What follows belongs to an exercise in optimizing a design on an open flow for small area, a short achievable clock period and few clock cycles per item; a production flow would make more cautious choices.
The RTL was checked by simulation tests, not by an equivalence proof against the original design.
Power and IR drop assume default switching activity.

[flow/config.mk]
export PLATFORM = sky130hd
export DESIGN_NAME = Rsa256Core
export DESIGN_NICKNAME = Rsa256Core
export VERILOG_FILES = /design/flow/design.v
export SDC_FILE = /design/flow/constraint.sdc
export NUM_CORES = 8
export LEC_CHECK = 0
export CAP_MARGIN = 20
export CORE_MARGIN = 2
export CORE_UTILIZATION = 40
export SLEW_MARGIN = 20
[flow/constraint.sdc]
create_clock -name core_clock -period 20.0 [get_ports {i_clk}]
set_input_delay 4.0000 -clock core_clock [delete_from_list [all_inputs] [get_ports {i_clk}]]
set_output_delay 4.0000 -clock core_clock [all_outputs]
set_load 0.01 [all_outputs]
[flow/design.v]
module Rsa256Core(
	input i_clk,
	input i_rst,
	input         src_val,              
	output logic  src_rdy,              
	input [255:0] i_a,
	input [255:0] i_e,
	input [255:0] i_n,
	output logic         result_val,    
	input                result_rdy,    
	output logic [255:0] o_a_pow_e      
    );
	logic [255:0] a_cur, a_nxt, e_cur, e_nxt, n_cur, n_nxt;
	logic         src_val_cur, src_val_nxt, result_rdy_cur, result_rdy_nxt;
	logic         src_rdy_cur, src_rdy_nxt, result_val_cur, result_val_nxt;
	logic [255:0] ans_cur, ans_nxt;
	logic         mp_start, mp_finish;
	logic [255:0] mp_result;
	logic         mont_start_c, mont_start_s;
	logic [255:0] mont_a_c, mont_a_s,  mont_b_c;
	logic         mont_finish_c, mont_finish_s;
	logic [255:0] mont_result_c, mont_result_s;
	enum  {IDLE, MP, MONT, CHECK} state_cur, state_nxt;
	logic [  7:0] counter_cur, counter_nxt;
	logic [  1:0] status_cur, status_nxt;  
	ModuloProduct i_mp(
	    .i_clk(i_clk),
	    .i_rst(i_rst),
	    .i_start(mp_start),
	    .i_n({1'b0,n_cur}),         
	    .i_a({1'b1,{256{1'b0}}}),
	    .i_b({1'b0,a_cur}),         
	    .o_result(mp_result),
	    .o_finish(mp_finish)
	);
	Montgometry i_mg_cross(
		.i_clk(i_clk),
	    .i_rst(i_rst),
	    .i_start(mont_start_c),
	    .i_n(n_cur),
	    .i_a(mont_a_c),
	    .i_b(mont_b_c),
	    .o_result(mont_result_c),
	    .o_finish(mont_finish_c)
	);
	Montgometry i_mg_self(
		.i_clk(i_clk),
	    .i_rst(i_rst),
	    .i_start(mont_start_s),
	    .i_n(n_cur),
	    .i_a(mont_a_s),
	    .i_b(mont_a_s),
	    .o_result(mont_result_s),
	    .o_finish(mont_finish_s)
	);
	assign o_a_pow_e = ans_cur;
	assign src_rdy = src_rdy_cur;
	assign result_val = result_val_cur;
	always_comb begin
		a_nxt = a_cur;
		e_nxt = e_cur;
		n_nxt = n_cur;
		src_val_nxt = src_val;
		result_rdy_nxt = result_rdy;
		src_rdy_nxt = 0;
		result_val_nxt = 0;
		ans_nxt = ans_cur;
		state_nxt = state_cur;
		counter_nxt = counter_cur;
		status_nxt = status_cur;
		mp_start = 0;
		mont_start_s = 0;
		mont_start_c = 0;
		mont_a_s = 0;
		mont_a_c = 0;
		mont_b_c = 0;
		case(state_cur)
			IDLE: begin
				if(src_val_cur == 1)begin
					state_nxt = MP;
					a_nxt = i_a;
					e_nxt = i_e;
					n_nxt = i_n;
					src_rdy_nxt = 1;
					mp_start = 1;
				end
			end
			MP: begin
				if(mp_finish == 1) begin
					state_nxt = MONT;
					counter_nxt = 0;
					e_nxt = e_cur >> 1;
					if(e_cur[0] == 1)begin
						mont_start_c = 1;
						status_nxt = 2'b00;
					end
					else begin
						status_nxt = 2'b01;
						ans_nxt = 1;
					end
					mont_a_c = 1;
					mont_b_c = mp_result;
					mont_start_s = 1;
					mont_a_s = mp_result;
				end
			end
			MONT: begin
				if(mont_finish_c)begin
					status_nxt[0] = 1;
					ans_nxt = mont_result_c;
				end
				if(mont_finish_s)begin
					status_nxt[1] = 1;
				end
				if(status_cur == 2'b11)begin
					if(counter_cur == 255)begin
						result_val_nxt = 1;
						state_nxt = CHECK;
					end
					else begin
						e_nxt = e_cur >> 1;
						if(e_cur[0] == 1)begin
							mont_start_c = 1;
							status_nxt = 2'b00;
						end
						else begin
							status_nxt = 2'b01;
						end
						mont_a_c = ans_cur;
						mont_b_c = mont_result_s;
						mont_start_s = 1;
						mont_a_s = mont_result_s;
						counter_nxt = counter_cur + 1;
					end
				end
			end
			CHECK: begin
				if(result_rdy_cur == 1)begin
					state_nxt = IDLE;
					result_val_nxt = 0;
				end
			end
		endcase
	end
	always_ff @(posedge i_clk or negedge i_rst) begin
        if (!i_rst) begin
			a_cur <= 0;
			e_cur <= 0;
			n_cur <= 0;
			src_val_cur <= 0;
			result_rdy_cur <= 0;
			src_rdy_cur <= 0;
			result_val_cur <= 0;
			ans_cur <= 0;
			state_cur <= IDLE;
			counter_cur <= 0;
			status_cur <= 0;
        end
		else begin
			a_cur <= a_nxt;
			e_cur <= e_nxt;
			n_cur <= n_nxt;
			src_val_cur <= src_val_nxt;
			result_rdy_cur <= result_rdy_nxt;
			src_rdy_cur <= src_rdy_nxt;
			result_val_cur <= result_val_nxt;
			ans_cur <= ans_nxt;
			state_cur <= state_nxt;
			counter_cur <= counter_nxt;
			status_cur <= status_nxt;
        end
    end
endmodule
module ModuloProduct(
	input         i_clk,
	input         i_rst,
	input         i_start,
	input [256:0] i_n,        
	input [256:0] i_a,
	input [256:0] i_b,        
	output logic [255:0] o_result,
	output logic         o_finish
);
	logic                   start_cur, start_nxt;         
	logic [256:0]           a_cur, a_nxt, n_cur, n_nxt;   
	logic                   finish_cur, finish_nxt;       
	logic [256:0]           m_cur, m_nxt;	              
	enum  {IDLE, RUN, DONE} state_cur, state_nxt;
	logic [  8:0]           counter_cur, counter_nxt;
	logic [256:0]           t_cur, t_nxt;
	assign o_result = m_cur[255:0];
	assign o_finish = finish_cur;
	always_comb begin
		finish_nxt  = finish_cur;
		state_nxt   = state_cur;
		counter_nxt = counter_cur;
		t_nxt       = t_cur;
		m_nxt       = m_cur;
		a_nxt       = a_cur;
		n_nxt       = n_cur;
		start_nxt   = start_cur;
		case(state_cur)
			IDLE: begin
				start_nxt = i_start;
				if(start_cur == 1) begin
					state_nxt = RUN;
					a_nxt = i_a;
					n_nxt = i_n;
					start_nxt = 0;
					m_nxt = 0;        
					t_nxt = i_b;      
					counter_nxt = 0;  
				end
			end
			RUN: begin
				a_nxt = a_cur >> 1;
				if(a_cur[0] == 1) begin
					if(m_cur + t_cur >= n_cur)begin
						m_nxt = m_cur + t_cur - n_cur;
					end
					else begin
						m_nxt = m_cur + t_cur;
					end
				end
				if((t_cur << 1) >= n_cur)begin
					t_nxt = (t_cur << 1) - n_cur;
				end
				else begin
					t_nxt = t_cur << 1;
				end
				if(counter_cur == 256)begin
					state_nxt = DONE;
					finish_nxt = 1;
				end
				else begin
					counter_nxt = counter_cur + 1;
				end
			end
			DONE: begin
				state_nxt = IDLE;
				finish_nxt = 0;
			end
		endcase
	end
	always_ff @(posedge i_clk or negedge i_rst) begin
        if (!i_rst) begin
			finish_cur  <= 0;
			m_cur       <= 0;
            state_cur   <= IDLE;
            counter_cur <= 0;
			t_cur       <= 0;
			a_cur       <= 0;
			n_cur       <= 0;
			start_cur   <= 0;
        end
        else begin
            finish_cur  <= finish_nxt;
            m_cur       <= m_nxt;
            state_cur   <= state_nxt;
            counter_cur <= counter_nxt;
            t_cur       <= t_nxt;
            a_cur       <= a_nxt;
            n_cur       <= n_nxt;
            start_cur   <= start_nxt;
        end
    end
endmodule
module Montgometry(
	input         i_clk,
	input         i_rst,
	input         i_start,
	input [255:0] i_n,
	input [255:0] i_a,
	input [255:0] i_b,
	output logic [255:0] o_result,
	output logic         o_finish
);
	logic [255:0]           a_cur, a_nxt, b_cur, b_nxt;   
	logic [255:0]           n_cur, n_nxt;                 
	logic                   finish_cur, finish_nxt;       
	logic [256:0]           m_cur, m_nxt;	              
	enum  {IDLE, RUN, DONE} state_cur, state_nxt;
	logic [  7:0]           counter_cur, counter_nxt;
	logic [257:0]           m_tmp, m_EvenOdd;
	logic [256:0]           m_half;
	assign o_finish = finish_cur;
	assign o_result = m_cur[255:0];
	assign m_tmp = a_cur[0] ? {1'b0, m_cur} + {2'b00, b_cur} : {1'b0, m_cur};
	assign m_EvenOdd = m_tmp[0] ? m_tmp + {2'b00, n_cur} : m_tmp;
	assign m_half = m_EvenOdd[257:1];
	always_comb begin
		finish_nxt = finish_cur;
		m_nxt = m_cur;
		a_nxt = a_cur;
		b_nxt = b_cur;
		n_nxt = n_cur;
		state_nxt = state_cur;
		counter_nxt = counter_cur;
		case(state_cur)
			IDLE: begin
				if(i_start == 1) begin
					state_nxt = RUN;
					a_nxt = i_a;
					b_nxt = i_b;
					n_nxt = i_n;
					m_nxt = 0;        
					counter_nxt = 0;  
				end
			end
			RUN: begin
				m_nxt = m_half;
				a_nxt = a_cur >> 1;
				if(counter_cur == 255)begin
					if(m_half >= n_cur)begin
						m_nxt = m_half - n_cur;
					end
					state_nxt = DONE;
					finish_nxt = 1;
				end
				else begin
					counter_nxt = counter_cur + 1;
				end
			end
			DONE: begin
				state_nxt = IDLE;
				finish_nxt = 0;
			end
		endcase
	end
	always_ff @(posedge i_clk or negedge i_rst) begin
        if (!i_rst) begin
			finish_cur  <= 0;
			m_cur       <= 0;
			a_cur       <= 0;
			b_cur       <= 0;
			n_cur       <= 0;
            state_cur   <= IDLE;
            counter_cur <= 0;
        end
        else begin
            finish_cur  <= finish_nxt;
            m_cur       <= m_nxt;
            a_cur       <= a_nxt;
            b_cur       <= b_nxt;
            n_cur       <= n_nxt;
            state_cur   <= state_nxt;
            counter_cur <= counter_nxt;
        end
    end
endmodule
[flow/run.sh]
#!/bin/bash
# synth_recipe.tcl (not shown) runs the flow's synth.tcl, then flattens the netlist and writes it again
# the make line also repeats each setting of config.mk as NAME=value (left out here)
make -C /OpenROAD-flow-scripts/flow DESIGN_CONFIG=/design/flow/config.mk WORK_HOME=/design/flow/orfs CLKGATE_MAP_FILE= SYNTH_SCRIPT=/design/flow/synth_recipe.tcl finish
==> flow_metrics.env <==
export IMPL_synth_largest_area_cell="dfrtp_1"
export IMPL_grt_overflow_total=0
export IMPL_fin_skew_ns=0.0882
export IMPL_critical_path_slowest_cell="o32ai_1"
export IMPL_dr_max_layer_used="met5"
export IMPL_p_sw_uw=47200
export IMPL_rsz0062_at_grt="no"
export IMPL_ys_top_cells_by_area="dfrtp_1, ha_1, nand2_1"
export IMPL_clockBufferDepth=4
export IMPL_p_sw_share_pct=57.1
export IMPL_fin_setup_tns_ns=0
export IMPL_hpwl_um=1400000
export IMPL_vias=348000
export IMPL_postCtsHoldBufs=0
export IMPL_postCtsResizedCells=0
export IMPL_synth_top_area_share_pct=30.7
export IMPL_post_cts_setup_buffer_count=0
export IMPL_grt_usage_pct=37.7
export IMPL_slowest_delay_ns=1.07
export IMPL_wire_per_inst_um=30.5
export IMPL_synth_ff_type="dfrtp_1"
export IMPL_die_x_um=924
export IMPL_port_buffers=1029
export IMPL_drtAntennaViolNets=0
export IMPL_hp_class="flop to flop"
export IMPL_route_detailed_drc=0
export IMPL_drt_total_wl_um=1690000
export IMPL_cts_root_buf="clkbuf_16"
export IMPL_synth_cells=44600
export IMPL_critPathRequiredTime_ns=21.05
export IMPL_wl_met3_um=251000
export IMPL_htreeDepth=6
export IMPL_worstMarginPinSlew_ns=1.29
export IMPL_ys_seq_area_share_pct=30.7
export IMPL_drt_iter0_drc=48900
export IMPL_synthArstFlopShare_pct=100
export IMPL_clkPwrFrac_pct=12.6
export IMPL_p_total_uw=82600
export IMPL_crit_top_cell="a21oi_1"
export IMPL_cts_tree="yes"
export IMPL_power_density_nw_per_um2=220
export IMPL_grt_pass1_wl_um=2350000
export IMPL_syn_nets=47700
export IMPL_placed_cells=54400
export IMPL_synth_area_um2=339000
export IMPL_min_period_ns=18.79
export IMPL_combPwrFrac_pct=68.7
export IMPL_p_int_uw=35400
export IMPL_syn_to_final_growth_pct=10.8
export IMPL_num_io_pins=1030
export IMPL_max_freq_mhz=53.2
export IMPL_leakagePower_uw=0.163
export IMPL_irDropWorstVdd_mv=0.220
export IMPL_viasPerCell=6.26
export IMPL_critPathKind="flop to flop"
export IMPL_synth_cell_types=97
export IMPL_utilization_pct=44.4
export IMPL_p_seq_share_pct=18.7
export IMPL_slew_headroom_pct=13.6
export IMPL_crit_family="compound AO/OA/AOI/OAI gates"
export IMPL_synth_edf_count=0
export IMPL_period_share_pct=93.9
export IMPL_slew_viol_final=0
export IMPL_nNetsFinal=46800
export IMPL_critical_path_arrival_ns=19.84
export IMPL_avgSynthCellArea_um2=7.60
export IMPL_firstDrtPassIters=8
export IMPL_gp_congestion=1.09
export IMPL_worstSetupStartpointType="flop"
export IMPL_drt_met1_wl_um=782000
export IMPL_antenna_found_initial=245
export IMPL_hold_violations=0
export IMPL_clkLatencyLatePin_ns=1.20
export IMPL_holdWs_ns=0.472
export IMPL_clk_pin_slew_ns=0.06
export IMPL_path_max_fanout=21
export IMPL_cts_sinks=4152
export IMPL_route_met2_wl_um=599000
export IMPL_coreArea_um2=845000
export IMPL_die_area_um2=854000
export IMPL_ys_seq_elements=4152
export IMPL_stdcell_count=55500
export IMPL_grt_pass1_vias=317000
export IMPL_num_rows=338
export IMPL_finalSetupViolations=0
export IMPL_drive_above_1_share_pct=5.36
export IMPL_initial_core_util_pct=40.1
export IMPL_drv_cap=0
export IMPL_die_h_um=924
export IMPL_path_buf_inv=4
export IMPL_status="complete, no violations"
export IMPL_grt_max_degree=232
export IMPL_ys_warn_count=3
export IMPL_crit_path_end_kind="flop"
export IMPL_cts_buffers=524
## path summary, 6_finish.rpt
path,slack (ns),cells after the start,to,startpoint
setup reg to reg,1.21,57,i_mg_cross.m_cur[89]$_DFFE_PN0P_,i_mg_cross.m_cur[0]$_DFFE_PN0P_
hold / removal,0.47,1,i_mp.a_cur[233]$_DFFE_PN0P_,i_mp.a_cur[234]$_DFFE_PN0P_
hold reg to reg,0.47,1,i_mp.a_cur[233]$_DFFE_PN0P_,i_mp.a_cur[234]$_DFFE_PN0P_
setup / recovery,1.21,57,i_mg_cross.m_cur[89]$_DFFE_PN0P_,i_mg_cross.m_cur[0]$_DFFE_PN0P_
min in group asynchronous,2.78,1,a_cur[44]$_DFFE_PN0P_,i_rst
max in group asynchronous,12.85,5,ans_cur[167]$_DFFE_PN0P_,i_rst
## placed cells by master, fill, tap and decap left out, types with 1007 or more instances in the layout
| cell type | count |
|---|---|
| a21o_1 | 1007 |
| dfrtp_1 | 4148 |
| o21ai_0 | 4744 |
| nor2_1 | 3669 |
| inv_1 | 1710 |
| nand2_1 | 7358 |
| ha_1 | 2315 |
| clkdlybuf4s50_1 | 1028 |
| nand4_1 | 1283 |
| a21oi_1 | 5482 |
| xnor2_1 | 1438 |
## worst reg2reg max path, delay by kind of cell (launching register included)
family	cells	cell delay [ns]
mux	1	0.33
flops	1	0.38
xor+xnor	2	0.27
simple gates	13	3.02
buf+inv	4	1.12
fa+ha+maj	4	1.51
compound gates	33	12.04
## cell usage after synthesis, types with 54 or more instances
master / number
o22ai_1: 106
ha_1: 2320
a21oi_1: 5484
mux2i_1: 558
a21boi_0: 183
nor3_1: 546
a21o_1: 1007
nor2b_1: 217
a221oi_1: 179
o41ai_1: 54
or3_1: 123
clkbuf_1: 2648
and2_1: 88
a31oi_1: 231
and3_1: 95
o21a_1: 315
nand4_1: 1283
a211oi_1: 146
dfrtp_1: 4152
o221ai_1: 72
o21ai_1: 217
nand2b_1: 231
nand2_1: 7368
nor2_1: 3679
a22oi_1: 466
mux2_2: 766
o21bai_1: 831
a22o_1: 593
inv_1: 1711
or2_2: 128
o21ai_0: 4749
nand3_1: 331
or4_1: 56
a221o_1: 66
buf_2: 82
nor4_1: 196
xor2_1: 816
o211ai_1: 133
xnor2_1: 1438
o31ai_1: 223
## metal layers
| layer | vias to the layer above | track usage [%] |
|---|---|---|
| li1 | 157000 | - |
| met1 | 170000 | 57.8 |
| met2 | 18500 | 46.0 |
| met3 | 2072 | 16.2 |
| met4 | 140 | 11.7 |
| met5 | - | 0.134 |
## stage by stage
stage / setup slack (ns) / instance area, um^2
after floorplan: 8.39 / 339000
after global placement: 1.79 / 356000
after detailed placement: 1.56 / 356000
after CTS: 1.46 / 375000
after global routing: 1.10 / 375000
final: 1.21 / 375000
## power by group through the flow
stage / logic, uW / clock network [uW] / registers, uW
global route: 60600 / 10800 / 15500
global placement: 54500 / 0 / 15100
detailed placement: 54200 / 0 / 15100
floorplan: 37800 / 0 / 12400
finish: 56800 / 10400 / 15400
CTS: 54600 / 10500 / 15000
## registers in the layout, summed over array words and instances (netlist names), 8 cells and up
register / cells
i_mg_cross.counter_cur: 8
n_cur: 256
ans_cur: 256
e_cur: 256
i_mg_cross.n_cur: 256
i_mg_self.counter_cur: 8
i_mg_self.b_cur: 256
i_mg_self.m_cur: 257
i_mg_self.a_cur: 256
i_mp.counter_cur: 9
a_cur: 256
i_mp.a_cur: 257
counter_cur: 8
i_mp.n_cur: 256
i_mg_cross.b_cur: 256
i_mp.t_cur: 257
i_mg_self.n_cur: 256
i_mp.m_cur: 257
i_mg_cross.m_cur: 257
i_mg_cross.a_cur: 256
## area by class of cell
cell class / count / area, um^2
Antenna cell: 128 / 320
Multi-Input combinational cell: 35900 / 218000
Timing Repair Buffer: 1455 / 14000
Tap cell: 11200 / 14000
Sequential cell: 4152 / 104000
Clock inverter: 230 / 3580
Inverter: 1716 / 6450
Clock buffer: 721 / 15000
Fill cell: 85600 / 470000
## kinds of logic after synthesis
| kind of cell | Yosys count | synth area share, % |
|---|---|---|
| XOR/XNOR | 2254 | 5.83 |
| multiplexers | 1324 | 4.20 |
| adder cells (fa/ha/maj) | 2329 | 8.62 |
| AND/OR/NAND/NOR | 14500 | 18.4 |
| flip-flops | 4152 | 30.7 |
| AO/OA/AOI/OAI | 15500 | 27.1 |
| buffers and inverters | 4540 | 5.14 |
Testbench counts, summed over its fixed seeds: cycles 1,591,416, ops 24.

## afterwards: timing with drivers on the ports
How much do the figures lean on ideal ports? The routed layout below was timed once more, with nothing changed but the port constraints. Step 1 (the two cells are an assumption about what drives the block):
set clk [get_ports {i_clk}]
set_driving_cell -lib_cell sky130_fd_sc_hd__clkbuf_16 $clk
set_driving_cell -lib_cell sky130_fd_sc_hd__buf_2 [delete_from_list [all_inputs] $clk]
Step 2 times the ports against the registers' clock, not the clock port: input delays grow and output delays shrink by t, the midpoint of the rising clock arrivals with the driver on. Slacks: ideal / step 1 / step 2; pairs: ideal / step 1.
t, ns: 1.321
setup slack, ns: 1.212 / 1.212 / 1.212
worst register clock-pin slew, ns: 0.07 / 0.07
After both steps this run still meets setup and hold. The setup slack of this run moves by 0.000 ns with the drivers and by 0.000 ns with both steps.
